This design comes from an exercise in tuning for small area and a short achievable clock period on the open sky130 flow, not from production work.
Only simulation tests tie the RTL to the original design; equivalence was not proved.
No activity file was given, so power comes from the tool's default toggle rates.

==> flow/design.v <==
`timescale 1ns / 1ps
module Microprocessor(
    input clk,
    input reset,                  
    input interrupt,
    input [7:0] data_in,          
    output [7:0] data_out,        
    output [7:0] pm_addr,         
    input [23:0] pm_data,         
    output dm_en,                 
    output dm_we,                 
    output [7:0] dm_addr,         
    output [7:0] dm_wdata,        
    input [7:0] dm_rdata          
    );
reg  [23:0] ins_prv;         
reg  [7:0]  pc_q;            
reg         rst_q;           
reg  [7:0]  ret_q;           
reg         int_q;           
reg         stall_q;         
reg         jt2, jt4;        
reg         ld1;             
reg  [4:0]  op_dec;
reg  [4:0]  RW_dec;
reg  [7:0]  imm;             
reg  [7:0]  AR, BR;          
reg  [4:0]  RW_ex, RW_dm;
reg  [7:0]  ans_ex, ex_out, ans_wb;
reg  [7:0]  dout_q, dm_data_q;
reg  [1:0]  flag_q;          
reg         mem_rw_ex, mem_en_ex, msel_ex, msel_dm;
reg  [7:0]  rf [0:31];
wire [23:0] ins_raw = stall_q ? ins_prv : pm_data;
wire [23:0] ins = reset ? ins_raw : 24'd0;
wire [4:0]  op = ins[23:19];
wire is_cj  = op[4] & op[3] & op[2];
wire is_jmp = (op == 5'b11000);
wire is_ret = (op == 5'b10000);
wire is_ld  = (op == 5'b10100);
wire is_hlt = (op == 5'b10001);
wire stall;
wire mask = is_jmp | is_cj | ld1;
wire [7:0] ret_addr;
wire [31:0] sel_a, sel_b;
wire [7:0] rd_a, rd_b;
Read_Decode dec_a(.idx(ins_raw[13:9]), .sel(sel_a));
Read_Decode dec_b(.idx(ins_raw[8:4]), .sel(sel_b));
genvar gi, gr;
generate for (gi = 0; gi < 8; gi = gi + 1) begin : rdbit
    wire [31:0] col;
    for (gr = 0; gr < 32; gr = gr + 1) begin : row
        assign col[gr] = rf[gr][gi];
    end
    Read_Select rsa(.d(col), .sel(sel_a), .y(rd_a[gi]));
    Read_Select rsb(.d(col), .sel(sel_b), .y(rd_b[gi]));
end endgenerate
wire [7:0] ans_dm = msel_dm ? dm_rdata : ex_out;
wire [4:0] RA_n    = mask ? 5'd0 : ins[13:9];
wire [4:0] RB_n    = ins[8:4];
wire [4:0] RWex_n  = reset ? RW_dec : 5'd0;
wire [4:0] RWdm_n  = reset ? RW_ex : 5'd0;
wire [4:0] RWwb_n  = reset ? RW_dm : 5'd0;
wire       mseldm_n = reset & msel_ex;
wire       immsel_n = ~op[4] & op[3];
wire ea_ex = (RA_n == RWex_n), ea_dm = (RA_n == RWdm_n), ea_wb = (RA_n == RWwb_n);
wire eb_ex = (RB_n == RWex_n), eb_dm = (RB_n == RWdm_n), eb_wb = (RB_n == RWwb_n);
reg sa_ex, sa_x, sa_rd, sa_wb, sa_r;
reg sb_imm, sb_ex, sb_x, sb_rd, sb_wb, sb_r;
always @(posedge clk) begin
    sa_ex <= ea_ex;
    sa_x  <= ~ea_ex & ea_dm & ~mseldm_n;
    sa_rd <= ~ea_ex & ea_dm & mseldm_n;
    sa_wb <= ~ea_ex & ~ea_dm & ea_wb;
    sa_r  <= ~ea_ex & ~ea_dm & ~ea_wb;
    sb_imm <= immsel_n;
    sb_ex <= ~immsel_n & eb_ex;
    sb_x  <= ~immsel_n & ~eb_ex & eb_dm & ~mseldm_n;
    sb_rd <= ~immsel_n & ~eb_ex & eb_dm & mseldm_n;
    sb_wb <= ~immsel_n & ~eb_ex & ~eb_dm & eb_wb;
    sb_r  <= ~immsel_n & ~eb_ex & ~eb_dm & ~eb_wb;
end
wire [7:0] A_e = ({8{sa_ex}} & ans_ex) | ({8{sa_x}} & ex_out) | ({8{sa_wb}} & ans_wb) | ({8{sa_r}} & AR);
wire a_rd = sa_rd;
wire [7:0] B_e = ({8{sb_imm}} & imm) | ({8{sb_ex}} & ans_ex) | ({8{sb_x}} & ex_out) |
                 ({8{sb_wb}} & ans_wb) | ({8{sb_r}} & BR);
wire b_rd = sb_rd;
wire [7:0] A = a_rd ? dm_rdata : A_e;
wire [7:0] B = b_rd ? dm_rdata : B_e;
wire [7:0] ans_tmp;
wire flag_z, flag_c;
wire [7:0] cur_addr;
wire is_addsub = ~op_dec[4] & ~op_dec[2] & ~op_dec[1];
wire f_mov = ~op_dec[4] & (op_dec[2:0] == 3'b010);
wire f_and = ~op_dec[4] & (op_dec[2:0] == 3'b100);
wire f_or  = ~op_dec[4] & (op_dec[2:0] == 3'b101);
wire f_xor = ~op_dec[4] & (op_dec[2:0] == 3'b110);
wire f_not = ~op_dec[4] & (op_dec[2:0] == 3'b111);
wire f_in  = (op_dec == 5'b10110);
wire f_ls  = (op_dec == 5'b11001);
wire f_rs  = (op_dec == 5'b11010) | (op_dec == 5'b11011);
wire f_rsa = (op_dec == 5'b11011);
wire op_j  = op_dec[4] & op_dec[3] & op_dec[2];
wire z_off = (op_dec == 5'b10000) | (op_dec == 5'b10001) | (op_dec == 5'b10100) |
             (op_dec == 5'b10101) | (op_dec == 5'b10111) | (op_dec == 5'b11000);
reg [3:0] lut;       
always @* begin
    casez (op_dec)
        5'b0?010: lut = 4'b1010;    
        5'b0?100: lut = 4'b1000;    
        5'b0?101: lut = 4'b1110;    
        5'b0?110: lut = 4'b0110;    
        5'b0?111: lut = 4'b0101;    
        5'b1010?: lut = 4'b1100;    
        default:  lut = 4'b0000;
    endcase
end
ALU_Result alu(.A(A), .B(B), .op_dec(op_dec), .data_in(data_in), .ans_ex(ans_ex), .lut(lut), .ans_tmp(ans_tmp));
wire zero, cout;
Flag_Unit flags(
    .rdata(dm_rdata), .A_e(A_e), .B_e(B_e), .a_rd(a_rd), .b_rd(b_rd), .data_in(data_in),
    .sub(op_dec[0]), .f_add(is_addsub), .f_in(f_in), .f_ls(f_ls), .f_rs(f_rs), .f_rsa(f_rsa),
    .lut(lut), .zero(zero), .cout(cout));
assign flag_z = op_j ? flag_q[1] : (~z_off & zero);
assign flag_c = op_j ? flag_q[0] : (is_addsub & cout);
wire [7:0] addr1, addr0;
wire k_f, en_z, en_c;
Next_Address nxt(
    .ins(ins), .reset(reset), .jt4(jt4), .ld1(ld1), .int_q(int_q),
    .pc_q(pc_q), .rst_q(rst_q), .ret_q(ret_q),
    .op_j(op_j), .z_off(z_off), .f_add(is_addsub), .flag_q(flag_q),
    .stall(stall), .ret_addr(ret_addr), .addr1(addr1), .addr0(addr0),
    .k_f(k_f), .en_z(en_z), .en_c(en_c));
Address_Select asel(
    .zero(zero), .cout(cout), .k_f(k_f), .en_z(en_z), .en_c(en_c),
    .addr1(addr1), .addr0(addr0), .cur_addr(cur_addr));
always @(posedge clk) begin
    ins_prv <= ins_raw;
    pc_q    <= cur_addr;
    rst_q   <= reset;
    ret_q   <= reset ? ret_addr : 8'd0;
    int_q   <= reset & interrupt;
    stall_q <= reset & stall;
    jt2     <= reset & is_cj & ~jt4;
    jt4     <= reset & jt2;
    ld1     <= reset & is_ld & ~ld1;
    op_dec  <= op;
    RW_dec  <= mask ? 5'd0 : ins[18:14];
    imm     <= ins[8:1];
    AR      <= rd_a;
    BR      <= rd_b;
    RW_ex   <= reset ? RW_dec : 5'd0;
    RW_dm   <= reset ? RW_ex : 5'd0;
    ans_ex  <= reset ? ans_tmp : 8'd0;
    ex_out  <= reset ? ans_ex : 8'd0;
    ans_wb  <= reset ? ans_dm : 8'd0;
    dout_q  <= reset ? ((op_dec == 5'b10111) ? A : dout_q) : 8'd0;
    dm_data_q <= reset ? B : 8'd0;
    flag_q  <= reset ? {flag_z, flag_c} : 2'd0;
    mem_rw_ex <= reset & op_dec[0];
    mem_en_ex <= reset & (ld1 | (op_dec == 5'b10101));
    msel_ex   <= reset & ld1;
    msel_dm   <= reset & msel_ex;
    rf[RW_dm] <= ans_dm;
end
assign pm_addr  = cur_addr;
assign data_out = dout_q;
assign dm_en    = mem_en_ex;
assign dm_we    = mem_rw_ex;
assign dm_addr  = ans_ex;
assign dm_wdata = dm_data_q;
endmodule
module ALU_Result(
    input  [7:0] A, B,
    input  [4:0] op_dec,
    input  [7:0] data_in,
    input  [7:0] ans_ex,
    input  [3:0] lut,
    output [7:0] ans_tmp
    );
wire sub = op_dec[0];
wire [7:0] bxs = B ^ {8{sub}};
wire [8:0] cy;
wire [7:0] sum;
assign cy[0] = sub;
genvar k;
generate for (k = 0; k < 8; k = k + 1) begin : rc
    assign sum[k] = A[k] ^ bxs[k] ^ cy[k];
    assign cy[k+1] = (A[k] & bxs[k]) | (cy[k] & (A[k] ^ bxs[k]));
end endgenerate
wire big = |B[7:3];
wire lsh = ~op_dec[1];                        
wire fill = op_dec[1] & op_dec[0] & A[7];     
wire [7:0] A_rev = {A[0], A[1], A[2], A[3], A[4], A[5], A[6], A[7]};
wire [7:0] sh_in = lsh ? A_rev : A;
wire [15:0] rsh = {{8{fill}}, sh_in} >> B[2:0];
wire [7:0] sh_o = big ? {8{fill}} : rsh[7:0];
wire [7:0] sh_rev = {sh_o[0], sh_o[1], sh_o[2], sh_o[3], sh_o[4], sh_o[5], sh_o[6], sh_o[7]};
wire [7:0] shl = sh_rev;
wire [7:0] shr = sh_o;
wire e_add  = ~op_dec[4] & ~op_dec[2] & ~op_dec[1];
wire e_in   = (op_dec == 5'b10110);
wire e_sh   = (op_dec == 5'b11001) | (op_dec == 5'b11010) | (op_dec == 5'b11011);
wire e_hold = (op_dec == 5'b10000) | (op_dec == 5'b10001) | (op_dec == 5'b10111) |
              (op_dec == 5'b11000) | (op_dec[4:2] == 3'b111);
wire [7:0] lu;
genvar m;
generate for (m = 0; m < 8; m = m + 1) begin : lub
    assign lu[m] = lut[{A[m], B[m]}];
end endgenerate
wire [7:0] sh_res = lsh ? shl : shr;
assign ans_tmp = ({8{e_add}} & sum) | lu | ({8{e_in}} & data_in) | ({8{e_sh}} & sh_res) |
                 ({8{e_hold}} & ans_ex);
endmodule
module Flag_Unit(
    input  [7:0] rdata,
    input  [7:0] A_e, B_e,
    input        a_rd, b_rd,
    input  [7:0] data_in,
    input        sub, f_add, f_in, f_ls, f_rs, f_rsa,
    input  [3:0] lut,
    output       zero, cout
    );
wire [7:0] a = a_rd ? rdata : A_e;
wire [7:0] b = b_rd ? rdata : B_e;
wire [7:0] bx = b ^ {8{sub}};
wire [7:0] kin = {a[6:0] | bx[6:0], sub};
wire [7:0] zt  = a ^ bx ^ kin;
wire [2:0] s = b[2:0];
wire nb = ~|b[7:3];
wire [7:0] ls_keep, rs_keep, lu;    
genvar i;
generate for (i = 0; i < 8; i = i + 1) begin : sh
    assign ls_keep[i] = nb & (s <= 7 - i);
    assign rs_keep[i] = (nb & (s <= i)) | ((i == 7) ? f_rsa : 1'b0);
    assign lu[i] = lut[{a[i], b[i]}];
end endgenerate
wire [7:0] t = ({8{f_add}} & zt) | lu |
               ({8{f_in}}  & data_in) |
               ({8{f_ls}}  & a & ls_keep) |
               ({8{f_rs}}  & a & rs_keep);
assign zero = ~|t;
Carry_Out co(.a(a), .b(b), .sub(sub), .cout(cout));
endmodule
module Carry_Out(
    input  [7:0] a, b,
    input        sub,
    output       cout
    );
wire [7:0] bx = b ^ {8{sub}};
wire [7:0] g = a & bx;
wire [7:0] p = a | bx;
wire g0 = g[0] | (p[0] & sub);
wire g10 = g[1] | (p[1] & g0);
wire g32 = g[3] | (p[3] & g[2]);
wire p32 = p[3] & p[2];
wire g54 = g[5] | (p[5] & g[4]);
wire p54 = p[5] & p[4];
wire g76 = g[7] | (p[7] & g[6]);
wire p76 = p[7] & p[6];
wire g30 = g32 | (p32 & g10);
wire g74 = g76 | (p76 & g54);
wire p74 = p76 & p54;
assign cout = g74 | (p74 & g30);
endmodule
module Next_Address(
    input  [23:0] ins,
    input        reset, jt4, ld1, int_q,
    input  [7:0] pc_q,
    input        rst_q,
    input  [7:0] ret_q,
    input        op_j, z_off, f_add,
    input  [1:0] flag_q,
    output       stall,
    output [7:0] ret_addr,
    output [7:0] addr1, addr0,
    output       k_f, en_z, en_c
    );
wire [4:0] op = ins[23:19];
wire is_cj  = op[4] & op[3] & op[2];
wire is_jmp = (op == 5'b11000);
wire is_ret = (op == 5'b10000);
wire is_ld  = (op == 5'b10100);
wire is_hlt = (op == 5'b10001);
assign stall = (is_cj & ~jt4) | (is_ld & ~ld1) | is_hlt;
wire [7:0] next_addr = rst_q ? pc_q + 8'd1 : 8'd0;
assign ret_addr = int_q ? next_addr : ret_q;
wire [7:0] seq_addr  = stall ? pc_q : next_addr;
wire [7:0] jmp_loc   = is_ret ? ret_addr : (int_q ? 8'hf0 : ins[7:0]);
wire       uncond    = is_jmp | is_ret | int_q;
wire tk1   = uncond | (is_cj & ~ins[19]);   
wire tk0   = uncond | (is_cj &  ins[19]);   
assign addr1 = reset ? (tk1 ? jmp_loc : seq_addr) : 8'd0;
assign addr0 = reset ? (tk0 ? jmp_loc : seq_addr) : 8'd0;
assign k_f  = op_j & (ins[20] ? flag_q[1] : flag_q[0]);
assign en_z = ~op_j & ins[20] & ~z_off;
assign en_c = ~op_j & ~ins[20] & f_add;
endmodule
module Address_Select(
    input        zero, cout, k_f, en_z, en_c,
    input  [7:0] addr1, addr0,
    output [7:0] cur_addr
    );
wire fsel = k_f | (en_z & zero) | (en_c & cout);
assign cur_addr = fsel ? addr1 : addr0;
endmodule
module Read_Decode(input [4:0] idx, output [31:0] sel);
assign sel = 32'd1 << idx;
endmodule
module Read_Select(input [31:0] d, input [31:0] sel, output y);
assign y = |(d & sel);
endmodule
==> flow/run.sh <==
#!/bin/bash
# synth_recipe.tcl (not shown) runs the flow's synth.tcl, then flattens the netlist and writes it again
# the make line also repeats each setting of config.mk as NAME=value (left out here)
make -C /OpenROAD-flow-scripts/flow DESIGN_CONFIG=/design/flow/config.mk WORK_HOME=/design/flow/orfs CLKGATE_MAP_FILE= SYNTH_SCRIPT=/design/flow/synth_recipe.tcl finish
==> flow/config.mk <==
export PLATFORM = sky130hd
export DESIGN_NAME = Microprocessor
export DESIGN_NICKNAME = Microprocessor
export VERILOG_FILES = /design/flow/design.v
export SDC_FILE = /design/flow/constraint.sdc
export NUM_CORES = 4
export LEC_CHECK = 0
export CAP_MARGIN = 20
export CORE_MARGIN = 2
export CORE_UTILIZATION = 70
export CTS_BUF_LIST = sky130_fd_sc_hd__clkbuf_16
export CTS_CLUSTER_DIAMETER = 100
export CTS_CLUSTER_SIZE = 30
export SETUP_SLACK_MARGIN = 5.0
export SLEW_MARGIN = 20
export SYNTH_HIERARCHICAL = 1
==> flow/constraint.sdc <==
create_clock -name core_clock -period 12.5 [get_ports {clk}]
set_input_delay 2.5000 -clock core_clock [delete_from_list [all_inputs] [get_ports {clk}]]
set_output_delay 2.5000 -clock core_clock [all_outputs]
set_load 0.01 [all_outputs]
==> results of run 1 <==
[cells in the final DEF (no fill, tap or decap), drive strengths merged, types with 7 or more instances in the layout]
master and n:
xor2 11, mux2 58, nand4 70, edfxtp 256, o21ai 35, inv 65
a211oi 11, a222oi 11, dfxtp 147, nand3b 18, o211ai 13, o22ai 39
mux2i 53, clkdlybuf4s50 59, or3 12, nor3 31, nor2b 18, and2 63
mux4 13, o31ai 9, nor3b 7, nand2 77, nor2 152, nand3 22
buf 49, a21oi 34, nand2b 28, or3b 9, clkbuf 19, or4 19
a31oi 15, and3 7, xnor2 27, or2 9, a22oi 284
[routing by layer]
layer,global-route usage,up-vias
met5,0,-
met4,0.209,2
met3,0.0798,306
met2,0.655,1420
met1,0.511,7904
li1,-,7096
[what timing repair did]
item                                    in CTS  in global routing
pin swaps                                   19                  3
gates cloned                                 1                  0
endpoints found under the setup margin       8                  8
setup buffers                               22                  2
resized for setup                          150                  6
[power by group]
| part | total [W] | switching, W | leakage, nW | internal [W] |
|---|---|---|---|---|
| clock network | 0.000717 | 0.000426 | 0.307 | 0.000291 |
| logic | 0.000696 | 0.000417 | 3.61 | 0.000278 |
| registers | 0.00153 | 0.0000506 | 3.60 | 0.00148 |
[layout make-up]
cell class / count / area share
clock inverters: 12 / 0.00425
repair buffers: 108 / 0.0463
inverters: 57 / 0.0106
diodes: 2 / 0.000227
well taps: 384 / 0.0218
multi-input cells: 1239 / 0.413
clock buffers: 19 / 0.0216
flip-flops and latches: 403 / 0.482
repair inverters: 1 / 0.000340
[metrics by stage]
step	setup WS (ps)	utilization	instances	instance area, um2
2_1_floorplan	5040	-	1773	20100
3_3_place_gp	3480	0.739	2167	21000
3_5_place_dp	3390	0.739	2167	21000
4_1_cts	4980	0.773	2221	22000
5_1_grt	4840	0.775	2223	22100
6_report	4840	0.775	2225	22100
[path summary, 6_finish.rpt]
kind | end | slack (ps)
setup reg to reg | ans_ex[7] | 7590
setup / recovery | pm_addr[4] | 4840
hold / removal | jt4 | 450
hold reg to reg | jt4 | 450
==> results.py, run 1 <==
metrics = {
    "outcome": {
        "status": "timing/DRC/antenna clean",
    },
    "critical_path": {
        "crit_fanout": 8,
        "crit_required_ps": 10000,
        "start_kind": "input pin",
        "crit_buf_inv": 5,
        "ff2ff_path_depth": 19,
        "critPathTopFamily": "compound AO/OA/AOI/OAI gates",
        "path_common_cell": "buf_4",
        "critPathKind": "in -> out",
        "worstPathCellList": "buf_4 > mux2i_4 > buf_4 > clkinvlp_4 > o22ai_1 > a31oi_1 > nand4_1 > a222oi_1 > o2111a_2 > a221oi_4 > buf_12 > mux2_4 > buf_6",
        "max_stage_delay_ps": 490,
        "r2r_start": "sb_wb",
        "cp_num_cells": 13,
        "arrival_ps": 5160,
        "crit_path_end_kind": "output pin",
        "startpoint": "dm_rdata[2]",
        "cp_slowest_cell": "a222oi_1",
    },
    "global_route": {
        "grt_pass1_wl_mm": 92.7,
        "grt_antenna_before_repair": 2,
        "overflow": 0,
        "grt_max_degree": 87,
        "grt_pass1_vias": 15600,
        "grt.total_usage": 0.401,
    },
    "placement": {
        "routabilityCongestion": 1.02,
        "dp_hpwl_mm": 42.9,
        "port_buffers": 76,
    },
    "sta": {
        "clock_skew_ps": 65.2,
        "setup_tns_ps": 0,
        "finalCritPeriodShare": 0.613,
        "whs_ps": 448,
        "fmax_mhz": 131,
        "rsz0062_at_grt": "yes",
        "hold_viol": 0,
        "worst_pin_slew_ps": 972,
        "setup_viol": 0,
        "relSlewSlack": 0.350,
        "fin_crit_ps": 7660,
        "slew_violations": 0,
    },
    "logic_synthesis": {
        "netlist_instances": 1773,
        "syn-num-nets": 1824,
        "syn_area_mm2": 0.0201,
        "yosysWarnings": 7,
        "syn_area_per_cell_um2": 11.3,
    },
    "final_layout": {
        "nFillCells": 1819,
        "fin_nets": 1879,
        "regMostFlops": "rf",
        "largest_reg_flops": 256,
        "area_growth_pct": 9.72,
        "seq_area_mm2": 0.0106,
        "multi_input_area_mm2": 0.00911,
        "layout-drive-gt1-share": 0.132,
        "reg.largest.list": "rf x256, ins_prv x24",
    },
    "worst_hold_path": {
        "hold_path_class": "reg -> reg",
        "holdPathStages": 1,
        "hold_start": "jt2",
    },
    "floorplanning": {
        "dieArea_mm2": 0.0301,
        "die_w_um": 173,
        "placementRows": 62,
        "core-area_mm2": 0.0285,
        "die_y_um": 173,
        "io_pins": 77,
        "initial_utilization": 0.706,
    },
    "route": {
        "met1_length_mm": 21.2,
        "initialDrtViolationCount": 3148,
        "route.met2.wl_mm": 28.8,
        "dr.max_layer_used": "met5",
        "route.detailed.drc": 0,
        "ant_nets": 0,
        "viasPerCell": 7.52,
        "wire_per_inst_um": 27.5,
        "num_vias": 16700,
        "firstDrtPassIters": 10,
        "drt_wl_total_mm": 61.3,
        "wl_met3_mm": 7.29,
    },
    "power_and_ir_drop": {
        "ir_worst_vdd_mv": 0.143,
        "p_total_w": 0.00294,
        "power_density_mw_per_mm2": 133,
        "p_leak_nw": 7.52,
    },
    "clock_tree": {
        "h-tree-depth": 1,
        "cts_sinks": 403,
        "cts_buffers": 18,
        "postCtsHoldBufs": 0,
        "clk_transition_reported_paths_ps": 120,
        "cts_tree": "built",
        "ctsLongestPathBuffers": 3,
        "clock_latency_ps": 580,
        "clock_tree.root_cell": "clkbuf_16",
    },
    "job": {
        "maxCapViolations": 0,
    },
}
==> run 2, diff against run 1 <==
--- a/flow/config.mk
+++ b/flow/config.mk
@@ -8,9 +8,6 @@
 export CAP_MARGIN = 20
 export CORE_MARGIN = 2
 export CORE_UTILIZATION = 70
-export CTS_BUF_LIST = sky130_fd_sc_hd__clkbuf_16
-export CTS_CLUSTER_DIAMETER = 100
-export CTS_CLUSTER_SIZE = 30
 export SETUP_SLACK_MARGIN = 5.0
 export SLEW_MARGIN = 20
 export SYNTH_HIERARCHICAL = 1
==> results.py, run 2 <==
metrics = {
    "placement": {
        "dp_hpwl_mm": 42.9,
        "port_buffers": 76,
        "routabilityCongestion": 1.02,
        "place_inst": 2167,
    },
    "clock_tree": {
        "clk_transition_reported_paths_ps": 70,
        "postCtsHoldBufs": 0,
        "ctsLongestPathBuffers": 3,
        "clock_tree.root_cell": "clkbuf_16",
        "clock_latency_ps": 560,
        "h-tree-depth": 2,
        "cts_tree": "built",
        "cts_sinks": 403,
        "cts_buffers": 41,
    },
    "power_and_ir_drop": {
        "swShare": 0.283,
        "p_leak_nw": 7.89,
        "netSwitchingPower_w": 0.000995,
        "power_frac_seq": 0.437,
        "p_clk_frac": 0.365,
        "intPower_w": 0.00252,
        "power_density_mw_per_mm2": 154,
        "ir_worst_vdd_mv": 0.133,
        "combPwrFrac": 0.198,
    },
    "critical_path": {
        "max_stage_delay_ps": 500,
        "arrival_ps": 5120,
        "start_kind": "input pin",
        "critPathKind": "in -> out",
        "path_common_cell": "buf_4",
        "crit_path_end_kind": "output pin",
        "crit_required_ps": 10000,
        "cp_slowest_cell": "a222oi_1",
        "worstPathCellList": "buf_4 > mux2i_4 > buf_4 > clkinvlp_4 > o22ai_1 > a31oi_1 > nand4_1 > a222oi_1 > o2111a_2 > a221oi_4 > buf_12 > mux2_4 > buf_6",
        "crit_fanout": 8,
    },
    "route": {
        "num_vias": 17100,
        "viasPerCell": 7.53,
        "route.detailed.drc": 0,
        "drt_wl_total_mm": 63.0,
        "initialDrtViolationCount": 2951,
        "ant_nets": 0,
        "wire_per_inst_um": 27.8,
        "firstDrtPassIters": 8,
    },
    "global_route": {
        "grt_max_degree": 87,
        "grt_antenna_before_repair": 2,
        "grt_pass1_wl_mm": 96.1,
        "grt_pass1_vias": 16300,
        "overflow": 0,
        "grt.total_usage": 0.415,
    },
    "floorplanning": {
        "initial_utilization": 0.706,
        "die_w_um": 173,
        "die_y_um": 173,
        "placementRows": 62,
        "core-area_mm2": 0.0285,
        "io_pins": 77,
        "dieArea_mm2": 0.0301,
    },
    "sta": {
        "setup_viol": 0,
        "worst_pin_slew_ps": 988,
        "rsz0062_at_grt": "yes",
        "slew_violations": 0,
        "whs_ps": 427,
        "setup_tns_ps": 0,
        "finalCritPeriodShare": 0.610,
        "relSlewSlack": 0.339,
        "fin_crit_ps": 7620,
        "clock_skew_ps": 29.1,
        "hold_viol": 0,
        "fmax_mhz": 131,
    },
    "final_layout": {
        "diodes": 0,
        "largest_reg_flops": 256,
        "layout-drive-gt1-share": 0.147,
        "layout_commonest_cell": "a22oi_1",
        "layout_common_cells": "a22oi_1 (267), edfxtp_1 (256), nor2_1 (149)",
        "area_growth_pct": 13.7,
        "fin_nets": 1902,
        "regMostFlops": "rf",
        "fin_cells": 2267,
        "reg.largest.list": "rf x256, ins_prv x24",
    },
    "worst_hold_path": {
        "hold_path_class": "reg -> reg",
    },
    "logic_synthesis": {
        "netlist_instances": 1773,
        "yosysWarnings": 7,
        "syn_area_per_cell_um2": 11.3,
        "syn-num-nets": 1824,
        "syn_area_mm2": 0.0201,
    },
    "job": {
        "maxCapViolations": 0,
    },
    "outcome": {
        "status": "timing/DRC/antenna clean",
    },
}
## run 2: power by group through the flow
stage / clock network, W / registers, W / logic (W)
after floorplan: 0 / 0.00154 / 0.000440
after global placement: 0 / 0.00156 / 0.000608
after detailed placement: 0 / 0.00156 / 0.000619
after CTS: 0.00128 / 0.00153 / 0.000670
after global routing: 0.00132 / 0.00154 / 0.000739
final: 0.00128 / 0.00153 / 0.000695
## run 2: cell type report
class	instances	area, um2
multi-input combinational	1239	9090
fill	1689	5600
clock inverter	25	302
timing repair inverter	2	12.5
inverter	57	230
timing repair buffer	107	1010
tap	384	480
clock buffer	50	1100
sequential	403	10600
## run 2: final timing paths
path	startpoint	end	slack, ps	depth (start not counted)
max	dm_rdata[2]	pm_addr[3]	4880	13
min	jt4	jt2	430	1
max reg2reg	sb_imm	ans_ex[7]	7590	19
min reg2reg	jt4	jt2	430	1
## run 2: critical path: cells and delay by family
kind / cells / cell delay (ps)
compound gates: 5 / 1240
buf+inv: 5 / 760
mux: 2 / 410
simple gates: 1 / 190
## run 2: timing repair
action | CTS | global route
endpoints found under the setup margin | 8 | 8
resized for setup | 151 | 1
pin swaps | 21 | 1
cloned | 2 | 0
buffers inserted | 21 | 2
## run 2: per-stage QoR
step	util	instance area, um2	setup slack (ps)	power (W)
floorplan	-	20100	5040	0.00198
global placement	0.739	21000	3480	0.00216
detailed placement	0.739	21000	3390	0.00218
CTS	0.803	22900	4980	0.00348
global route	0.803	22900	4810	0.00360
finish	0.803	22900	4880	0.00351
## run 2: routing by layer
metal  track usage  vias up  routed length, um  share of wire
li1              -     7156                  -              -
met1         0.520     8051              21700           0.34
met2         0.674     1513              29100           0.46
met3        0.0851      339               7490           0.12
met4         0.239        2               4650          0.074
met5             0        -                 11        0.00017
==> run 3, diff against run 2 <==
--- a/flow/design.v
+++ b/flow/design.v
@@ -239,9 +239,26 @@
                ({8{f_in}}  & data_in) |
                ({8{f_ls}}  & a & ls_keep) |
                ({8{f_rs}}  & a & rs_keep);
-assign zero = ~|t;
+Nor8 nz(.x(t), .y(zero));
 Carry_Out co(.a(a), .b(b), .sub(sub), .cout(cout));
 endmodule
+module Nor8(input [7:0] x, output y);
+wire [3:0] u;
+wire [1:0] v;
+Gate_Nor2  g0(.a(x[0]), .b(x[1]), .y(u[0]));
+Gate_Nor2  g1(.a(x[2]), .b(x[3]), .y(u[1]));
+Gate_Nor2  g2(.a(x[4]), .b(x[5]), .y(u[2]));
+Gate_Nor2  g3(.a(x[6]), .b(x[7]), .y(u[3]));
+Gate_Nand2 g4(.a(u[0]), .b(u[1]), .y(v[0]));
+Gate_Nand2 g5(.a(u[2]), .b(u[3]), .y(v[1]));
+Gate_Nor2  g6(.a(v[0]), .b(v[1]), .y(y));
+endmodule
+module Gate_Nor2(input a, b, output y);
+assign y = ~(a | b);
+endmodule
+module Gate_Nand2(input a, b, output y);
+assign y = ~(a & b);
+endmodule
 module Carry_Out(
     input  [7:0] a, b,
     input        sub,
==> results.py, run 3 <==
metrics = {
    "placement": {
        "dpl_cell_area_mm2": 0.0212,
        "routabilityCongestion": 1.02,
        "place_inst": 2173,
        "dp_hpwl_mm": 43.0,
        "port_buffers": 76,
    },
    "logic_synthesis": {
        "syn_area_per_cell_um2": 11.4,
        "netlist_instances": 1776,
        "yosysWarnings": 7,
        "syn_area_mm2": 0.0202,
        "syn-num-nets": 1827,
    },
    "critical_path": {
        "arrival_ps": 4990,
        "crit_required_ps": 10000,
        "start_kind": "input pin",
        "crit_path_end_kind": "output pin",
        "critPathKind": "in -> out",
        "crit_fanout": 12,
    },
    "sta": {
        "setup_viol": 0,
        "rsz0062_at_grt": "yes",
        "finalCritPeriodShare": 0.599,
        "relSlewSlack": 0.257,
        "clock_skew_ps": 29.9,
        "slew_violations": 0,
        "setup_tns_ps": 0,
        "hold_viol": 0,
        "fmax_mhz": 134,
        "fin_crit_ps": 7490,
        "worst_pin_slew_ps": 1110,
    },
    "final_layout": {
        "post-route-util": 0.804,
        "layout_common_cells": "a22oi_1 (268), edfxtp_1 (256), nor2_1 (153)",
        "layout_commonest_cell": "a22oi_1",
        "area_growth_pct": 13.4,
        "layout-drive-gt1-share": 0.148,
        "reg.largest.list": "rf x256, ins_prv x24",
        "fin_nets": 1905,
        "fin_area_mm2": 0.0229,
        "nFillCells": 1744,
        "regMostFlops": "rf",
        "fin_cells": 2271,
        "largest_reg_flops": 256,
    },
    "floorplanning": {
        "core-area_mm2": 0.0285,
        "io_pins": 77,
        "placementRows": 62,
        "initial_utilization": 0.709,
        "die_y_um": 174,
        "dieArea_mm2": 0.0303,
        "die_w_um": 174,
    },
    "global_route": {
        "overflow": 0,
        "grt_max_degree": 87,
        "grt_pass1_wl_mm": 94.8,
        "grt_antenna_before_repair": 1,
        "grt_pass1_vias": 16000,
        "grt.total_usage": 0.408,
    },
    "power_and_ir_drop": {
        "p_leak_nw": 8.01,
        "power_density_mw_per_mm2": 149,
        "ir_worst_vdd_mv": 0.127,
    },
    "route": {
        "met1_length_mm": 22.0,
        "initialDrtViolationCount": 2923,
        "num_vias": 16900,
        "wl_met3_mm": 7.77,
        "firstDrtPassIters": 7,
        "viasPerCell": 7.45,
        "route.detailed.drc": 0,
        "ant_nets": 0,
        "route.met2.wl_mm": 27.9,
        "dr.max_layer_used": "met4",
        "drt_wl_total_mm": 62.5,
        "wire_per_inst_um": 27.5,
    },
    "clock_tree": {
        "clk_transition_reported_paths_ps": 60,
        "clock_tree.root_cell": "clkbuf_16",
        "clock_latency_ps": 550,
        "ctsLongestPathBuffers": 3,
        "postCtsHoldBufs": 0,
        "cts_tree": "built",
        "h-tree-depth": 2,
        "cts_buffers": 40,
        "cts_sinks": 403,
    },
    "outcome": {
        "status": "timing/DRC/antenna clean",
    },
    "worst_hold_path": {
        "hold_path_class": "reg -> reg",
    },
    "job": {
        "maxCapViolations": 0,
    },
}
[run 3: critical path, stage by stage]
cell and delay [ps]:
clkdlybuf4s50_1 530, mux2_2 210, and2_4 240, nand2b_1 170, nor2_8 170, buf_4 120
mux2_1 340, o22ai_2 180, o22ai_1 110, mux2_4 290, buf_6 120
[run 3: final timing paths]
check         startpoint          to  slack, ps  depth (start not counted)
max          pm_data[23]  pm_addr[6]       5010                         11
min reg2reg          jt4         jt2        440                          1
min                  jt4         jt2        440                          1
max reg2reg       sb_imm   ans_ex[7]       7520                         19
[run 3: repair_timing]
action                                  CTS  global route
setup buffers                            20             3
resized for setup                       129            28
endpoints found under the setup margin    8             8
pin swaps                                14            13
[run 3: power by group]
group / internal [W] / total (W) / switching (W)
registers: 0.00148 / 0.00153 / 0.0000519
logic: 0.000279 / 0.000700 / 0.000420
clock network: 0.000668 / 0.00118 / 0.000511
total: 0.00243 / 0.00341 / 0.000983
[run 3: per-stage QoR]
step / setup WS [ps] / total power [W] / hold WS (ps)
6_report: 5010 / 0.00341 / 439
5_1_grt: 4940 / 0.00350 / 453
4_1_cts: 4960 / 0.00337 / 439
3_5_place_dp: 3370 / 0.00219 / 427
3_3_place_gp: 3370 / 0.00217 / 412
2_1_floorplan: 5040 / 0.00198 / 391
[run 3: cell type report]
class,count,area (um2),area share
multi-input combinational,1237,9250,0.403
timing repair buffer,111,1060,0.0463
inverter,61,239,0.0104
clock inverter,10,68.8,0.00300
sequential,403,10600,0.463
clock buffer,63,1210,0.0527
antenna,2,5.00,0.000218
tap,384,480,0.0209
[run 3: layer usage]
metal | up-vias | track usage
li1 | 7163 | -
met4 | 0 | 0.264
met2 | 1449 | 0.628
met5 | - | 0
met3 | 302 | 0.0995
met1 | 7998 | 0.519
==> run 4, diff against run 3 <==
--- a/flow/config.mk
+++ b/flow/config.mk
@@ -8,6 +8,9 @@
 export CAP_MARGIN = 20
 export CORE_MARGIN = 2
 export CORE_UTILIZATION = 70
+export CTS_BUF_LIST = sky130_fd_sc_hd__clkbuf_16
+export CTS_CLUSTER_DIAMETER = 60
+export CTS_CLUSTER_SIZE = 24
 export SETUP_SLACK_MARGIN = 5.0
 export SLEW_MARGIN = 20
 export SYNTH_HIERARCHICAL = 1
==> results.py, run 4 <==
metrics = {
    "route": {
        "drt_wl_total_mm": 62.0,
        "initialDrtViolationCount": 3085,
        "firstDrtPassIters": 9,
        "num_vias": 16800,
        "route.detailed.drc": 0,
        "wire_per_inst_um": 27.5,
        "ant_nets": 0,
        "viasPerCell": 7.48,
    },
    "sta": {
        "finalCritPeriodShare": 0.597,
        "whs_ps": 439,
        "setup_viol": 0,
        "setup_tns_ps": 0,
        "hold_viol": 0,
        "slew_violations": 0,
        "fin_crit_ps": 7470,
        "fmax_mhz": 134,
        "finalWorstSetupSlack_ps": 5030,
        "clock_skew_ps": 28.5,
        "rsz0062_at_grt": "yes",
        "relSlewSlack": 0.234,
        "worst_pin_slew_ps": 1140,
    },
    "final_layout": {
        "layout_common_cells": "a22oi_1 (268), edfxtp_1 (256), nor2_1 (153)",
        "area_growth_pct": 12.4,
        "multi_input_area_mm2": 0.00925,
        "reg.largest.list": "rf x256, ins_prv x24",
        "layout_commonest_cell": "a22oi_1",
        "fin_nets": 1892,
        "seq_area_mm2": 0.0106,
        "nFillCells": 1761,
        "regMostFlops": "rf",
        "layout-drive-gt1-share": 0.146,
        "largest_reg_flops": 256,
    },
    "power_and_ir_drop": {
        "power_frac_seq": 0.467,
        "p_clk_frac": 0.319,
        "power_density_mw_per_mm2": 144,
        "intPower_w": 0.00227,
        "swShare": 0.309,
        "p_leak_nw": 7.93,
        "netSwitchingPower_w": 0.00102,
        "ir_worst_vdd_mv": 0.128,
        "combPwrFrac": 0.213,
    },
    "critical_path": {
        "crit_fanout": 8,
        "arrival_ps": 4970,
        "crit_path_end_kind": "output pin",
        "start_kind": "input pin",
        "critPathKind": "in -> out",
        "crit_required_ps": 10000,
    },
    "logic_synthesis": {
        "yosysWarnings": 7,
        "syn_area_mm2": 0.0202,
        "syn-num-nets": 1827,
        "syn_area_per_cell_um2": 11.4,
        "netlist_instances": 1776,
    },
    "floorplanning": {
        "dieArea_mm2": 0.0303,
        "io_pins": 77,
        "placementRows": 62,
        "die_w_um": 174,
        "die_y_um": 174,
        "core-area_mm2": 0.0285,
        "initial_utilization": 0.709,
    },
    "placement": {
        "place_ws_ps": 3370,
        "port_buffers": 76,
        "routabilityCongestion": 1.02,
        "dp_hpwl_mm": 43.0,
    },
    "clock_tree": {
        "cts_buffers": 29,
        "clock_tree.root_cell": "clkbuf_16",
        "h-tree-depth": 1,
        "cts_sinks": 403,
        "ctsLongestPathBuffers": 3,
        "clk_transition_reported_paths_ps": 90,
        "clock_latency_ps": 600,
        "cts_tree": "built",
    },
    "global_route": {
        "grt_antenna_before_repair": 3,
        "overflow": 0,
        "grt_pass1_wl_mm": 94.0,
        "grt_pass1_vias": 15900,
        "grt_max_degree": 87,
        "grt.total_usage": 0.404,
    },
    "job": {
        "maxCapViolations": 0,
    },
    "worst_hold_path": {
        "hold_path_class": "reg -> reg",
    },
    "outcome": {
        "status": "timing/DRC/antenna clean",
    },
}
run 4: final cells by class:
type	instances	area share
diodes	5	0.000550
clock buffers	29	0.0319
clock inverters	24	0.0151
inverters	61	0.0105
multi-input cells	1237	0.406
flip-flops and latches	403	0.467
well taps	384	0.0211
repair buffers	109	0.0471
run 4: timing repair:
action | 4_1_cts | 5_1_grt
hold buffers | 0 | 0
pin swaps | 12 | 15
gates resized for setup | 111 | 51
endpoints found under the setup margin | 8 | 8
buffers inserted | 19 | 2
run 4: through the flow:
| stage | std cells | instance area (um2) | util | power, W |
|---|---|---|---|---|
| finish | 2252 | 22800 | 0.797 | 0.00328 |
| CTS | 2245 | 22600 | 0.790 | 0.00323 |
| detailed placement | 2173 | 21200 | 0.742 | 0.00219 |
| global placement | 2173 | 21200 | 0.742 | 0.00217 |
| global route | 2248 | 22700 | 0.797 | 0.00338 |
| floorplan | 1776 | 20200 | - | 0.00198 |
run 4: worst max-delay path: stages:
cell and delay (ps):
buf_6 120, nor4b_4 340, a22oi_2 230, or4_1 550, nand2_1 100, nor2_2 60, nand2_2 80, nor2_4 50
a221oi_4 290, buf_12 180, mux2_4 320, buf_6 120
run 4: worst paths after layout:
kind / startpoint / to / slack (ps) / depth (start not counted)
setup / recovery: dm_rdata[6] / pm_addr[3] / 5030 / 12
hold / removal: jt4 / jt2 / 440 / 1
setup reg to reg: sb_imm / ans_ex[7] / 7420 / 19
hold reg to reg: jt4 / jt2 / 440 / 1
run 4: power groups by stage:
stage | sequential [W] | combinational [W] | clock [W]
after CTS | 0.00153 | 0.000659 | 0.00105
after global routing | 0.00154 | 0.000737 | 0.00110
after detailed placement | 0.00156 | 0.000626 | 0
after floorplan | 0.00154 | 0.000441 | 0
after global placement | 0.00156 | 0.000616 | 0
final | 0.00153 | 0.000699 | 0.00105
run 4: routing by layer:
metal / global-route usage / vias up / part of all wire / routed length, um
met4: 0.242 / 0 / 0.080 / 4930
met5: 0 / - / 0 / 0
met3: 0.0965 / 321 / 0.12 / 7450
li1: - / 7137 / - / -
met2: 0.633 / 1440 / 0.45 / 28000
met1: 0.514 / 7941 / 0.35 / 21600
==> run 5, diff against run 4 <==
--- a/flow/config.mk
+++ b/flow/config.mk
@@ -9,8 +9,8 @@
 export CORE_MARGIN = 2
 export CORE_UTILIZATION = 70
 export CTS_BUF_LIST = sky130_fd_sc_hd__clkbuf_16
-export CTS_CLUSTER_DIAMETER = 60
-export CTS_CLUSTER_SIZE = 24
+export CTS_CLUSTER_DIAMETER = 80
+export CTS_CLUSTER_SIZE = 28
 export SETUP_SLACK_MARGIN = 5.0
 export SLEW_MARGIN = 20
 export SYNTH_HIERARCHICAL = 1
==> results.py, run 5 <==
metrics = {
    "final_layout": {
        "layout_common_cells": "a22oi_1 (268), edfxtp_1 (256), nor2_1 (153)",
        "regMostFlops": "rf",
        "reg.largest.list": "rf x256, ins_prv x24",
        "largest_reg_flops": 256,
        "area_growth_pct": 10.8,
        "nFillCells": 1825,
        "post-route-util": 0.785,
        "layout_commonest_cell": "a22oi_1",
        "layout-drive-gt1-share": 0.140,
        "fin_nets": 1890,
    },
    "global_route": {
        "grt.total_usage": 0.401,
        "grt_antenna_before_repair": 5,
        "grt_max_degree": 87,
        "grt_pass1_wl_mm": 93.5,
        "grt_pass1_vias": 15800,
        "overflow": 0,
    },
    "logic_synthesis": {
        "syn-num-nets": 1827,
        "syn_area_mm2": 0.0202,
        "yosysWarnings": 7,
        "syn_area_per_cell_um2": 11.4,
        "netlist_instances": 1776,
    },
    "route": {
        "route.detailed.drc": 0,
        "met1_length_mm": 21.7,
        "drt_wl_total_mm": 61.6,
        "firstDrtPassIters": 8,
        "wl_met3_mm": 7.58,
        "route.met2.wl_mm": 27.4,
        "viasPerCell": 7.44,
        "dr.max_layer_used": "met5",
        "initialDrtViolationCount": 2804,
        "ant_nets": 0,
        "wire_per_inst_um": 27.5,
        "num_vias": 16600,
    },
    "sta": {
        "hold_viol": 0,
        "clock_skew_ps": 51.6,
        "setup_viol": 0,
        "relSlewSlack": 0.255,
        "fmax_mhz": 134,
        "rsz0062_at_grt": "no",
        "finalCritPeriodShare": 0.596,
        "fin_crit_ps": 7450,
        "setup_tns_ps": 0,
        "slew_violations": 0,
        "worst_pin_slew_ps": 1110,
    },
    "clock_tree": {
        "cts_tree": "built",
        "clock_latency_ps": 580,
        "h-tree-depth": 1,
        "postCtsHoldBufs": 0,
        "clk_transition_reported_paths_ps": 110,
        "cts_buffers": 20,
        "ctsLongestPathBuffers": 3,
        "clock_tree.root_cell": "clkbuf_16",
        "cts_sinks": 403,
    },
    "floorplanning": {
        "core-area_mm2": 0.0285,
        "die_w_um": 174,
        "die_y_um": 174,
        "initial_utilization": 0.709,
        "io_pins": 77,
        "dieArea_mm2": 0.0303,
        "placementRows": 62,
    },
    "power_and_ir_drop": {
        "intPower_w": 0.00208,
        "combPwrFrac": 0.236,
        "p_clk_frac": 0.253,
        "p_leak_nw": 7.77,
        "power_density_mw_per_mm2": 134,
        "swShare": 0.308,
        "ir_worst_vdd_mv": 0.172,
        "power_frac_seq": 0.511,
        "netSwitchingPower_w": 0.000925,
    },
    "placement": {
        "dp_hpwl_mm": 43.0,
        "port_buffers": 76,
        "routabilityCongestion": 1.02,
    },
    "critical_path": {
        "crit_path_end_kind": "output pin",
        "start_kind": "input pin",
        "arrival_ps": 4950,
        "critPathKind": "in -> out",
        "crit_fanout": 9,
        "crit_required_ps": 10000,
    },
    "job": {
        "maxCapViolations": 0,
    },
    "outcome": {
        "status": "timing/DRC/antenna clean",
    },
    "worst_hold_path": {
        "hold_path_class": "reg -> reg",
    },
}
-- run 5: path summary, 6_finish.rpt --
path                                   end  depth (start not counted)        start  slack, ps
worst max-delay path            pm_addr[6]                         12  pm_data[21]       5050
worst min-delay path                   jt4                          1          jt2        450
worst max register to register   ans_ex[7]                         19       imm[0]       7470
worst min register to register         jt4                          1          jt2        450
-- run 5: worst max-delay path, cell delays in order --
cell and delay (ps):
dlygate4sd2_1 260, mux2_4 300, nand2_4 90, inv_4 60
or3_4 400, nor2_8 170, buf_6 120, mux2_4 300
o22ai_4 210, o22ai_2 130, mux2_4 290, buf_6 120
-- run 5: cell type report --
class | count | area, um2 | share of cell area
Timing Repair Buffer | 116 | 1130 | 0.0505
Clock inverter | 15 | 136 | 0.00609
Clock buffer | 20 | 500 | 0.0223
Tap cell | 384 | 480 | 0.0214
Antenna cell | 1 | 2.50 | 0.000112
Sequential cell | 403 | 10600 | 0.474
Inverter | 61 | 239 | 0.0107
Multi-Input combinational cell | 1237 | 9290 | 0.414
-- run 5: routing by layer --
metal / vias up / GRT usage
met5: - / 0
li1: 7111 / -
met1: 7892 / 0.512
met4: 6 / 0.237
met3: 306 / 0.0932
met2: 1319 / 0.630
-- run 5: stage by stage --
step | setup WS (ps) | std cells | hold slack (ps) | total power (W) | area, um2
floorplan | 5040 | 1776 | 391 | 0.00198 | 20200
global placement | 3370 | 2173 | 412 | 0.00217 | 21200
detailed placement | 3370 | 2173 | 427 | 0.00219 | 21200
CTS | 5000 | 2227 | 447 | 0.00294 | 22200
global route | 4960 | 2236 | 455 | 0.00309 | 22400
finish | 5050 | 2237 | 453 | 0.00300 | 22400
-- run 5: power by group through the flow --
| stage | Combinational [W] | Sequential (W) | Clock (W) |
|---|---|---|---|
| 2_1_floorplan | 0.000441 | 0.00154 | 0 |
| 3_3_place_gp | 0.000616 | 0.00156 | 0 |
| 3_5_place_dp | 0.000626 | 0.00156 | 0 |
| 4_1_cts | 0.000663 | 0.00153 | 0.000752 |
| 5_1_grt | 0.000747 | 0.00154 | 0.000801 |
| 6_report | 0.000707 | 0.00153 | 0.000760 |
-- run 5: timing repair --
item / 4_1_cts / 5_1_grt
gates resized for setup: 128 / 41
buffers inserted: 19 / 9
pin swaps: 15 / 15
endpoints found under the setup margin: 8 / 8
==> run 6, diff against run 5 <==
--- a/flow/config.mk
+++ b/flow/config.mk
@@ -10,7 +10,7 @@
 export CORE_UTILIZATION = 70
 export CTS_BUF_LIST = sky130_fd_sc_hd__clkbuf_16
 export CTS_CLUSTER_DIAMETER = 80
-export CTS_CLUSTER_SIZE = 28
+export CTS_CLUSTER_SIZE = 20
 export SETUP_SLACK_MARGIN = 5.0
 export SLEW_MARGIN = 20
 export SYNTH_HIERARCHICAL = 1
==> results.py, run 6 <==
metrics = {
    "clock_tree": {
        "clk_transition_reported_paths_ps": 90,
        "h-tree-depth": 1,
        "clock_latency_ps": 590,
        "clock_tree.root_cell": "clkbuf_16",
        "cts_tree": "built",
        "ctsLongestPathBuffers": 3,
        "postCtsHoldBufs": 0,
        "cts_sinks": 403,
        "cts_buffers": 25,
    },
    "sta": {
        "fmax_mhz": 134,
        "finalWorstSetupSlack_ps": 5030,
        "relSlewSlack": 0.255,
        "clock_skew_ps": 40.9,
        "hold_viol": 0,
        "fin_crit_ps": 7470,
        "worst_pin_slew_ps": 1110,
        "finalCritPeriodShare": 0.597,
        "rsz0062_at_grt": "yes",
        "setup_tns_ps": 0,
        "setup_viol": 0,
        "slew_violations": 0,
    },
    "global_route": {
        "grt_max_degree": 87,
        "grt_antenna_before_repair": 3,
        "grt_pass1_vias": 15800,
        "grt.total_usage": 0.402,
        "overflow": 0,
        "grt_pass1_wl_mm": 93.9,
    },
    "power_and_ir_drop": {
        "intPower_w": 0.00214,
        "p_total_w": 0.00307,
        "p_leak_nw": 7.88,
        "swShare": 0.303,
        "power_frac_seq": 0.499,
        "combPwrFrac": 0.232,
        "power_density_mw_per_mm2": 136,
        "ir_worst_vdd_mv": 0.115,
        "netSwitchingPower_w": 0.000931,
        "p_clk_frac": 0.269,
    },
    "critical_path": {
        "max_stage_delay_ps": 520,
        "worstPathCellList": "clkdlybuf4s50_1 > mux2i_4 > nor2_4 > nand2b_2 > nor2_8 > buf_4 > buf_12 > mux2_4 > o21ai_2 > a31oi_1 > mux2_4 > buf_6",
        "r2r_start": "sb_imm",
        "cp_num_cells": 12,
        "start_kind": "input pin",
        "rrSetupSlack_ps": 7460,
        "critPathTopFamily": "multiplexers",
        "arrival_ps": 4970,
        "crit_path_end_kind": "output pin",
        "ff2ff_path_depth": 19,
        "crit_fanout": 7,
        "reg2reg_to": "ans_ex[7]",
        "crit_required_ps": 10000,
        "path_common_cell": "mux2_4",
        "crit_buf_inv": 4,
        "critPathKind": "in -> out",
        "cp_slowest_cell": "clkdlybuf4s50_1",
    },
    "route": {
        "viasPerCell": 7.48,
        "wl_met3_mm": 7.44,
        "met1_length_mm": 21.9,
        "dr.max_layer_used": "met4",
        "num_vias": 16800,
        "wire_per_inst_um": 27.7,
        "route.detailed.drc": 0,
        "firstDrtPassIters": 8,
        "route.met2.wl_mm": 27.9,
        "drt_wl_total_mm": 62.3,
        "initialDrtViolationCount": 3009,
        "ant_nets": 0,
    },
    "logic_synthesis": {
        "yosysWarnings": 7,
        "syn-num-nets": 1827,
        "syn_area_mm2": 0.0202,
        "syn_area_per_cell_um2": 11.4,
        "netlist_instances": 1776,
    },
    "floorplanning": {
        "initial_utilization": 0.709,
        "die_w_um": 174,
        "core-area_mm2": 0.0285,
        "placementRows": 62,
        "io_pins": 77,
        "dieArea_mm2": 0.0303,
        "die_y_um": 174,
    },
    "outcome": {
        "status": "timing/DRC/antenna clean",
    },
    "final_layout": {
        "fin_cells": 2252,
        "layout_common_cells": "a22oi_1 (268), edfxtp_1 (256), nor2_1 (153)",
        "largest_reg_flops": 256,
        "layout-drive-gt1-share": 0.144,
        "nFillCells": 1765,
        "layout_commonest_cell": "a22oi_1",
        "post-route-util": 0.791,
        "fin_nets": 1900,
        "regMostFlops": "rf",
        "reg.largest.list": "rf x256, ins_prv x24",
        "area_growth_pct": 11.6,
    },
    "placement": {
        "place_inst": 2173,
        "routabilityCongestion": 1.02,
        "dp_hpwl_mm": 43.0,
        "place_ws_ps": 3370,
        "port_buffers": 76,
    },
    "worst_hold_path": {
        "hold_path_class": "reg -> reg",
        "hold_path_end": "jt4",
        "holdPathStages": 1,
        "hold_start": "jt2",
    },
    "job": {
        "maxCapViolations": 0,
    },
}
run 6: timing repair:
action / 4_1_cts / 5_1_grt
endpoints found under the hold margin: 0 / 0
resized for setup: 128 / 45
endpoints found under the setup margin: 8 / 8
buffers inserted: 19 / 14
pin swaps: 14 / 16
run 6: power groups by stage:
stage	registers [W]	clock network [W]	logic [W]
6_report	0.00153	0.000827	0.000711
5_1_grt	0.00154	0.000867	0.000751
4_1_cts	0.00153	0.000822	0.000663
3_5_place_dp	0.00156	0	0.000626
3_3_place_gp	0.00156	0	0.000616
2_1_floorplan	0.00154	0	0.000441
run 6: cell type report:
cell class              count  area [um2]  share of cell area
inverters                  61         239              0.0106
clock buffers              25         626              0.0277
well taps                 384         480              0.0213
clock inverters            19         124             0.00549
repair buffers            121        1180              0.0521
multi-input cells        1237        9300               0.412
flip-flops and latches    403       10600               0.471
diodes                      2        5.00            0.000222
run 6: per-stage QoR:
step | cell area (um2) | hold WS (ps)
global placement | 21200 | 412
CTS | 22300 | 440
detailed placement | 21200 | 427
floorplan | 20200 | 391
finish | 22600 | 443
global route | 22600 | 453
run 6: worst max-delay path by stage:
stage / from / end / slack [ps]
CTS: dm_rdata[0] / pm_addr[4] / 4970
detailed placement: reset / pm_addr[4] / 3370
global placement: dm_rdata[2] / pm_addr[4] / 3370
global route: pm_data[21] / pm_addr[6] / 4990
finish: pm_data[22] / pm_addr[2] / 5030
floorplan: reset / pm_addr[4] / 5040
run 6: metal layers:
layer	vias to the layer above	global-route usage
met1	7916	0.511
met4	0	0.242
li1	7136	-
met2	1444	0.632
met3	344	0.0954
met5	-	0
==> run 7, diff against run 6 <==
==> flow/flow/run.sh (new file) <==
#!/bin/bash
# The standard layout (the standard.sh, standard synthesis), with these changes to
# how it is made:
#  - ports are buffered with buf_4 cells instead of the default delay-buffer cell,
#  - the resizer may swap a cell for one of another footprint,
set -euo pipefail
bash standard.sh SETUP_SLACK_MARGIN=6.0 MATCH_CELL_FOOTPRINT=0 \
  "BUFFER_PORTS_ARGS=-buffer_cell sky130_fd_sc_hd__buf_4" finish > flow_make.log 2>&1
==> flow/standard.sh (new file) <==
#!/bin/bash
# synth_recipe.tcl (not shown) runs the flow's synth.tcl, then flattens the netlist and writes it again
# the make line also repeats each setting of config.mk as NAME=value (left out here)
make -C /OpenROAD-flow-scripts/flow DESIGN_CONFIG=/design/flow/config.mk WORK_HOME=/design/flow/orfs CLKGATE_MAP_FILE= SYNTH_SCRIPT=/design/flow/synth_recipe.tcl "${@:-finish}"
--- a/flow/config.mk
+++ b/flow/config.mk
@@ -8,9 +8,6 @@
 export CAP_MARGIN = 20
 export CORE_MARGIN = 2
 export CORE_UTILIZATION = 70
-export CTS_BUF_LIST = sky130_fd_sc_hd__clkbuf_16
-export CTS_CLUSTER_DIAMETER = 80
-export CTS_CLUSTER_SIZE = 20
 export SETUP_SLACK_MARGIN = 5.0
 export SLEW_MARGIN = 20
 export SYNTH_HIERARCHICAL = 1
removed: flow/run.sh
==> results.py, run 7 <==
metrics = {
    "outcome": {
        "status": "timing/DRC/antenna clean",
    },
    "placement": {
        "place_ws_ps": 4810,
        "routabilityCongestion": 1.07,
        "dp_hpwl_mm": 43.7,
        "port_buffers": 76,
    },
    "sta": {
        "worst_pin_slew_ps": 1060,
        "setup_tns_ps": 0,
        "relSlewSlack": 0.290,
        "whs_ps": 449,
        "hold_viol": 0,
        "fin_crit_ps": 7440,
        "rsz0062_at_grt": "yes",
        "finalCritPeriodShare": 0.595,
        "finalWorstSetupSlack_ps": 5060,
        "slew_violations": 0,
        "setup_viol": 0,
        "clock_skew_ps": 31.6,
        "fmax_mhz": 134,
    },
    "worst_hold_path": {
        "hold_path_end": "jt2",
        "hold_start": "jt4",
        "hold_path_class": "reg -> reg",
        "holdPathStages": 1,
    },
    "clock_tree": {
        "clock_tree.root_cell": "clkbuf_16",
        "clk_transition_reported_paths_ps": 60,
        "h-tree-depth": 2,
        "ctsLongestPathBuffers": 3,
        "cts_buffers": 42,
        "cts_tree": "built",
        "postCtsHoldBufs": 0,
        "clock_latency_ps": 560,
        "cts_sinks": 403,
    },
    "route": {
        "firstDrtPassIters": 6,
        "initialDrtViolationCount": 3281,
        "viasPerCell": 7.57,
        "ant_nets": 0,
        "wire_per_inst_um": 28.8,
        "route.detailed.drc": 0,
        "drt_wl_total_mm": 65.2,
        "num_vias": 17200,
    },
    "critical_path": {
        "r2r_start": "sb_imm",
        "startpoint": "dm_rdata[7]",
        "arrival_ps": 4940,
        "reg2reg_to": "ans_ex[7]",
        "crit_fanout": 9,
        "rrSetupSlack_ps": 7430,
        "start_kind": "input pin",
        "ff2ff_path_depth": 19,
        "crit_path_end_kind": "output pin",
        "critPathKind": "in -> out",
        "crit_required_ps": 10000,
    },
    "global_route": {
        "grt_pass1_wl_mm": 98.0,
        "grt.total_usage": 0.423,
        "overflow": 0,
        "grt_max_degree": 51,
        "grt_antenna_before_repair": 5,
        "grt_pass1_vias": 16200,
    },
    "floorplanning": {
        "io_pins": 77,
        "die_y_um": 174,
        "placementRows": 62,
        "core-area_mm2": 0.0285,
        "dieArea_mm2": 0.0303,
        "die_w_um": 174,
        "initial_utilization": 0.709,
    },
    "final_layout": {
        "layout_common_cells": "a22oi_1 (268), edfxtp_1 (256), nor2_1 (153)",
        "fin_nets": 1899,
        "layout_commonest_cell": "a22oi_1",
        "regMostFlops": "rf",
        "layout-drive-gt1-share": 0.176,
        "largest_reg_flops": 256,
        "reg.largest.list": "rf x256, ins_prv x24",
        "area_growth_pct": 12.5,
    },
    "logic_synthesis": {
        "syn_area_per_cell_um2": 11.4,
        "syn-num-nets": 1827,
        "syn_area_mm2": 0.0202,
        "netlist_instances": 1776,
        "yosysWarnings": 7,
    },
    "power_and_ir_drop": {
        "power_density_mw_per_mm2": 154,
        "ir_worst_vdd_mv": 0.169,
        "p_leak_nw": 8.07,
    },
    "job": {
        "maxCapViolations": 0,
    },
}
## run 7: cell count changes in the layout (fill, tap and decap cells not counted), sizes merged, moves of 3 or more
cell and delta:
buf +42, bufinv +3, clkbuf +31, clkdlybuf4s50 -56, clkinv +11, inv -14
## run 7: cell type report
class / instances / area [um2]
clock buffer: 56 / 1180
timing repair buffer: 103 / 836
fill: 1724 / 5780
clock inverter: 21 / 230
sequential: 403 / 10600
antenna: 3 / 7.51
multi-input combinational: 1237 / 9170
inverter: 61 / 235
tap: 384 / 480
## run 7: through the flow
| stage | total power, W | std cells | utilization | cell area, um2 |
|---|---|---|---|---|
| final | 0.00350 | 2268 | 0.797 | 22800 |
| after global routing | 0.00359 | 2265 | 0.797 | 22800 |
| after CTS | 0.00346 | 2261 | 0.795 | 22700 |
| after detailed placement | 0.00218 | 2173 | 0.737 | 21000 |
| after global placement | 0.00217 | 2173 | 0.737 | 21000 |
| after floorplan | 0.00198 | 1776 | - | 20300 |
## run 7: worst max-delay path by stage
stage                     slack [ps]          to  depth (start not counted)
after floorplan                 5450  pm_addr[0]                         13
after global placement          4900  pm_addr[4]                         11
after detailed placement        4810  pm_addr[1]                         12
after CTS                       5090  pm_addr[1]                         16
after global routing            4950  pm_addr[1]                         16
final                           5060  pm_addr[1]                         13
## run 7: routing by layer
metal | global-route usage | share of wire
met4 | 0.248 | 0.073
met2 | 0.679 | 0.46
met3 | 0.0855 | 0.12
met1 | 0.536 | 0.34
met5 | 0 | 0.00015
## run 7: timing repair
action / in CTS / in global routing
pin swaps: 13 / 14
resized for setup: 37 / 7
hold endpoints to repair: 0 / 0
setup endpoints to repair: 8 / 8
setup buffers: 11 / 4
## run 7: critical path: stages
cell and delay (ps):
buf_4 160, mux2i_2 280, xor2_1 260, o22ai_1 150, xor2_1 180, o221ai_1 220, nor2_1 100, nand2_1 110
nor2_4 60, a221oi_4 310, buf_12 180, mux2_4 320, buf_6 120
## run 7: where the power goes
group | total, W | switching (W) | internal, W
clock network | 0.00127 | 0.000536 | 0.000733
registers | 0.00154 | 0.0000546 | 0.00148
logic | 0.000692 | 0.000423 | 0.000269
==> run 8, diff against run 7 <==
==> flow/flow/run.sh (replaced) <==
#!/bin/bash
# The standard layout (the standard.sh with its standard synthesis), with two
# changes to how it is made:
#  - ports are buffered with buf_2 cells instead of the default delay-buffer cell,
#  - the resizer may swap a cell for one of another footprint,
#  - the resizer aims at a setup margin of 5.5 ns.
# The make output goes to flow_make.log; ORFS keeps each step's log under orfs/logs.
set -euo pipefail
bash standard.sh SETUP_SLACK_MARGIN=5.5 MATCH_CELL_FOOTPRINT=0 \
  "BUFFER_PORTS_ARGS=-buffer_cell sky130_fd_sc_hd__buf_2" finish > flow_make.log 2>&1
--- a/flow/config.mk
+++ b/flow/config.mk
@@ -8,6 +8,9 @@
 export CAP_MARGIN = 20
 export CORE_MARGIN = 2
 export CORE_UTILIZATION = 70
+export CTS_BUF_LIST = sky130_fd_sc_hd__clkbuf_16
+export CTS_CLUSTER_DIAMETER = 80
+export CTS_CLUSTER_SIZE = 20
 export SETUP_SLACK_MARGIN = 5.0
 export SLEW_MARGIN = 20
 export SYNTH_HIERARCHICAL = 1
==> results.py, run 8 <==
metrics = {
    "outcome": {
        "status": "timing/DRC/antenna clean",
    },
    "final_layout": {
        "diodes": 0,
        "layout_commonest_cell": "a22oi_1",
        "layout_common_cells": "a22oi_1 (268), edfxtp_1 (256), nor2_1 (154)",
        "regMostFlops": "rf",
        "layout-drive-gt1-share": 0.163,
        "reg.largest.list": "rf x256, ins_prv x24",
        "fin_nets": 1884,
        "multi_input_area_mm2": 0.00920,
        "nFillCells": 1867,
        "area_growth_pct": 8.68,
        "seq_area_mm2": 0.0106,
        "largest_reg_flops": 256,
    },
    "global_route": {
        "grt_max_degree": 87,
        "grt_antenna_before_repair": 2,
        "grt_pass1_vias": 15900,
        "grt.total_usage": 0.406,
        "grt_pass1_wl_mm": 94.4,
        "overflow": 0,
    },
    "placement": {
        "routabilityCongestion": 1.05,
        "port_buffers": 76,
        "place_ws_ps": 4550,
        "dp_hpwl_mm": 43.0,
    },
    "critical_path": {
        "critPathKind": "in -> out",
        "max_stage_delay_ps": 370,
        "cp_slowest_cell": "mux2_2",
        "critPathTopFamily": "buffers and inverters",
        "start_kind": "input pin",
        "crit_required_ps": 10000,
        "crit_path_end_kind": "output pin",
        "worstPathCellList": "buf_2 > buf_12 > inv_4 > nor2_4 > nand2b_1 > nor2_8 > mux2_2 > o21ai_0 > a21oi_1 > mux2_4 > buf_6",
        "ff2ff_path_depth": 19,
        "arrival_ps": 5000,
        "crit_fanout": 86,
        "crit_buf_inv": 4,
        "cp_num_cells": 11,
    },
    "power_and_ir_drop": {
        "p_total_w": 0.00306,
        "power_density_mw_per_mm2": 139,
        "p_leak_nw": 7.79,
        "ir_worst_vdd_mv": 0.127,
    },
    "logic_synthesis": {
        "syn_area_per_cell_um2": 11.4,
        "syn-num-nets": 1827,
        "netlist_instances": 1776,
        "syn_area_mm2": 0.0202,
        "yosysWarnings": 7,
    },
    "job": {
        "maxCapViolations": 0,
    },
    "clock_tree": {
        "clock_tree.root_cell": "clkbuf_16",
        "h-tree-depth": 1,
        "cts_sinks": 403,
        "clk_transition_reported_paths_ps": 80,
        "postCtsHoldBufs": 0,
        "ctsLongestPathBuffers": 3,
        "cts_buffers": 25,
        "clock_latency_ps": 580,
        "cts_tree": "built",
    },
    "floorplanning": {
        "core-area_mm2": 0.0285,
        "dieArea_mm2": 0.0303,
        "die_y_um": 174,
        "die_w_um": 174,
        "placementRows": 62,
        "io_pins": 77,
        "initial_utilization": 0.709,
    },
    "sta": {
        "fin_crit_ps": 7500,
        "clock_skew_ps": 45.7,
        "finalWorstSetupSlack_ps": 5000,
        "setup_viol": 0,
        "relSlewSlack": 0.237,
        "rsz0062_at_grt": "yes",
        "slew_violations": 0,
        "worst_pin_slew_ps": 1140,
        "hold_viol": 0,
        "finalCritPeriodShare": 0.600,
        "fmax_mhz": 133,
        "setup_tns_ps": 0,
    },
    "route": {
        "drt_wl_total_mm": 62.0,
        "num_vias": 16700,
        "wire_per_inst_um": 27.7,
        "ant_nets": 0,
        "initialDrtViolationCount": 2760,
        "viasPerCell": 7.50,
        "firstDrtPassIters": 7,
        "route.detailed.drc": 0,
    },
    "worst_hold_path": {
        "holdPathStages": 1,
        "hold_path_class": "reg -> reg",
    },
}
[run 8: worst reg2reg max path: stages (launching register included)]
cell and delay (ps):
dfxtp_1 410, a222oi_1 500, nand2_1 280, mux2_2 500, xnor2_1 260, fa_1 220, fa_1 170, inv_1 50
fa_1 370, fa_1 360, inv_1 80, fa_1 160, inv_1 50, fa_1 370, xor2_1 160, xnor2_1 160
a221o_1 310, a21oi_1 160, o21ai_0 110, and2_1 170
[run 8: timing repair]
item / 4_1_cts / 5_1_grt
pin swaps: 13 / 9
setup endpoints to repair: 8 / 8
resized for setup: 41 / 14
buffers inserted: 9 / 6
[run 8: layout make-up]
class	instances	share of cell area
clock buffer	25	0.0284
clock inverter	19	0.00643
inverter	61	0.0105
multi-input combinational	1237	0.418
sequential	403	0.483
tap	384	0.0218
timing repair buffer	105	0.0311
[run 8: final timing paths]
| path | startpoint | endpoint | slack [ps] |
|---|---|---|---|
| max | reset | pm_addr[0] | 5000 |
| min | jt4 | jt2 | 450 |
| max reg2reg | sb_imm | ans_ex[7] | 7560 |
| min reg2reg | jt4 | jt2 | 450 |
[run 8: power breakdown]
| part | internal (W) | leakage [nW] | total, W | switching, W |
|---|---|---|---|---|
| Combinational | 0.000260 | 3.77 | 0.000680 | 0.000420 |
| Sequential | 0.00148 | 3.60 | 0.00153 | 0.0000508 |
| Clock | 0.000393 | 0.423 | 0.000844 | 0.000451 |
| Total | 0.00213 | 7.79 | 0.00306 | 0.000921 |
[run 8: through the flow]
stage                     cell area (um2)  cells   util  hold WS (ps)
final                               22000   2234  0.770           448
after global routing                22000   2234  0.770           452
after CTS                           21900   2228  0.766           429
after detailed placement            20900   2175  0.731           421
after global placement              20900   2175  0.731           420
after floorplan                     20300   1776      -           390
[run 8: layer usage]
layer,GRT usage,vias to the layer above,share of wire
li1,-,7099,-
met3,0.0720,298,0.11
met2,0.663,1382,0.47
met5,0,-,0.00026
met1,0.521,7963,0.35
met4,0.216,2,0.070

separate check: timing with driven ports:
Ports are ideal in the flow. The routed layouts listed here were re-timed in OpenROAD. Step 1 sets driving cells, clkbuf_16 on the clock port and buf_2 on the other inputs (assumed; they add their load-dependent delay and slew). Step 2 moves the port delays by t, midway between the first and last clock arrival at a register: inputs arrive t later, outputs are due t later. That takes back most of the time a late clock gives input paths. Slacks: ideal / step 1 / step 2; pairs: ideal / step 1.
run	t, ns	setup WS [ns]	worst setup path after step 2	pins driven straight from the clock port
run 1	0.597	4.842 / 4.801 / 4.801	input to output	1
run 2	0.602	4.879 / 4.839 / 4.839	input to output	1
run 3	0.587	5.010 / 4.983 / 4.983	input to output	1
run 4	0.637	5.033 / 4.998 / 4.998	input to output	1
run 5	0.606	5.047 / 5.023 / 5.023	input to output	1
run 6	0.625	5.032 / 5.011 / 5.011	input to output	1
run 7	0.597	5.059 / 5.029 / 5.029	input to output	1
run 8	0.619	4.999 / 4.978 / 4.978	input to output	1
After both steps every run listed still meets setup and hold. For run 1, which loses most, drivers alone change the setup slack by -0.041 ns; drivers and shift together by -0.041 ns.
